This design comes from an exercise in tuning for small area on the open sky130 flow, not from production work. The RTL was checked by simulation tests, not by an equivalence proof against the original design. Power figures rest on the tool's default switching activity, not on a simulated workload.

## Car_Alarm_System_S
module Car_Alarm_System_S (
input Brake_depressed_switch , Hidden_switch , Ignition_switch , Driver_door , Passenger_door ,Clock, System_reset,
output Fuel_pump_power , Siren , Status_indicator
);
  wire rst, ig, brk, hid, dd, pd;
  Debouncer D1 (Clock, System_reset, rst);
  Debouncer D2 (Clock, Ignition_switch, ig);
  Debouncer D3 (Clock, Brake_depressed_switch, brk);
  Debouncer D4 (Clock, Hidden_switch, hid);
  Debouncer D5 (Clock, Driver_door, dd);
  Debouncer D6 (Clock, Passenger_door, pd);
  reg fp_q;
  assign Fuel_pump_power = ~rst & ig & ((brk & hid) | fp_q);
  always @(posedge Clock) fp_q <= Fuel_pump_power;
  localparam Armed = 3'b000, Triggered = 3'b010, Sound_Alarm = 3'b011, Disarmed = 3'b001, Ignition_off = 3'b101, Door_open = 3'b110, Door_close = 3'b100, Alarm_on = 3'b111;
  reg [2:0] state, next_state;
  reg [1:0] cls;
  reg start, drv;
  reg expired;
  wire tick;
  wire door = dd | pd;
  always @(*) begin
    case (state)
      Armed:        next_state = ig ? Disarmed : door ? Triggered : Armed;
      Triggered:    next_state = ig ? Disarmed : expired ? Sound_Alarm : Triggered;
      Sound_Alarm:  next_state = (~door | ig) ? Alarm_on : Sound_Alarm;
      Alarm_on:     next_state = ~expired ? Alarm_on : ~door ? Armed : ig ? Disarmed : Alarm_on;
      Disarmed:     next_state = ig ? Disarmed : Ignition_off;
      Ignition_off: next_state = dd ? Door_open : Ignition_off;
      Door_open:    next_state = ~door ? Door_close : Door_open;
      default:      next_state = expired ? Armed : door ? Door_open : Door_close;
    endcase
  end
  always @(posedge Clock) begin
    state <= rst ? Armed : next_state;
  ...
clock: 10.0 ns
lec_check: 0
cap_margin: 20
core_margin: 2
core_utilization: 70
slew_margin: 20
standard.sh (not shown) runs the stock make flow with config.mk's settings and CLKGATE_MAP_FILE= SYNTH_SCRIPT=/design/flow/synth_recipe.tcl, a recipe that flattens the netlist after the stock synthesis.
==> flow/flow/run.sh <==
#!/bin/bash
# Standard ORFS layout (the standard synthesis) with a leaner clock tree:
# no dummy loads and small sink buffers; minimum-size port buffers.
set -euo pipefail
export CTS_ARGS="-sink_clustering_enable -repair_clock_nets -dont_use_dummy_load -buf_list sky130_fd_sc_hd__clkbuf_4 -root_buf sky130_fd_sc_hd__clkbuf_8"
export BUFFER_PORTS_ARGS="-buffer_cell sky130_fd_sc_hd__buf_1"
bash standard.sh finish > standard_make.log 2>&1
The first run finished clean.
Then changed:
==> flow/flow/run.sh (replaced) <==
#!/bin/bash
# Standard ORFS layout (the standard synthesis) with a leaner clock tree:
# no dummy loads and small clock buffers; minimum-size port buffers.
set -euo pipefail
export CTS_ARGS="-sink_clustering_enable -repair_clock_nets -dont_use_dummy_load -buf_list sky130_fd_sc_hd__clkbuf_4 -root_buf sky130_fd_sc_hd__clkbuf_8 -tree_buf sky130_fd_sc_hd__clkbuf_4"
export BUFFER_PORTS_ARGS="-buffer_cell sky130_fd_sc_hd__buf_1"
bash standard.sh finish > standard_make.log 2>&1
Final cell count stays the same.
Total power is unchanged.
Combinational power hardly moves.
Routed wire length is unchanged.
Register-to-register slack barely changes.
Design area does not change.
Clock-buffer cell count stays the same.
Then changed:
==> flow/flow/run.sh (replaced) <==
#!/bin/bash
set -euo pipefail
export CTS_ARGS="-sink_clustering_enable -repair_clock_nets -dont_use_dummy_load -buf_list sky130_fd_sc_hd__clkbuf_16 -root_buf sky130_fd_sc_hd__clkbuf_16 -sink_clustering_size 50 -sink_clustering_max_diameter 500"
export BUFFER_PORTS_ARGS="-buffer_cell sky130_fd_sc_hd__buf_1"
bash standard.sh finish > standard_make.log 2>&1
The new run passed the timing, DRC and antenna checks.
Clock power climbs by 46%.
Worst setup slack is better by 0.022 ns.
Non-clock buffer count stays the same.
Total power climbs by 13%.
Then changed:
==> flow/flow/run.sh (replaced) <==
#!/bin/bash
# Standard ORFS layout (the standard synthesis) with a leaner clock tree:
# no dummy loads and small sink buffers; minimum-size port buffers.
set -euo pipefail
export CTS_ARGS="-sink_clustering_enable -repair_clock_nets -dont_use_dummy_load -buf_list sky130_fd_sc_hd__clkbuf_2 -root_buf sky130_fd_sc_hd__clkbuf_8"
export BUFFER_PORTS_ARGS="-buffer_cell sky130_fd_sc_hd__buf_1"
bash standard.sh finish > standard_make.log 2>&1
=>
- The changed run produced a clean layout
- first-iteration DRC count came out higher by 11%
- combinational power came out lower by about 1%
- critical path depth stays the same
- setup slack gets worse by 0.022 ns
- non-clock buffer count is unchanged
- total power came out lower by 11%
- synthesized cell count does not change
- worst hold slack gets better by 0.0044 ns
- maximum frequency came out lower by 0.64%

[what the ideal ports hide]
Ports are ideal in the flow. The routed layouts listed here were re-timed in OpenROAD. Step 1 assumes that a clkbuf_16 drives the clock port and a buf_2 every other input. Step 2 also shifts input and output timing later by t, the mid clock arrival at the registers, as if the neighbouring blocks saw the same clock. Three values: ideal ports, drivers, drivers and shift; two values: the first two.
| run | t (ns) | slack for setup (ns) | worst setup path at the end |
|---|---|---|---|
| the first run | 0.366 | 6.602 / 6.574 / 6.871 | input to register |
| the second run | 0.366 | 6.602 / 6.574 / 6.871 | input to register |
| the third run | 0.357 | 6.624 / 6.592 / 6.864 | input to register |
| the fourth run | 0.366 | 6.602 / 6.574 / 6.871 | input to register |
After both steps setup and hold are still met in every run listed.
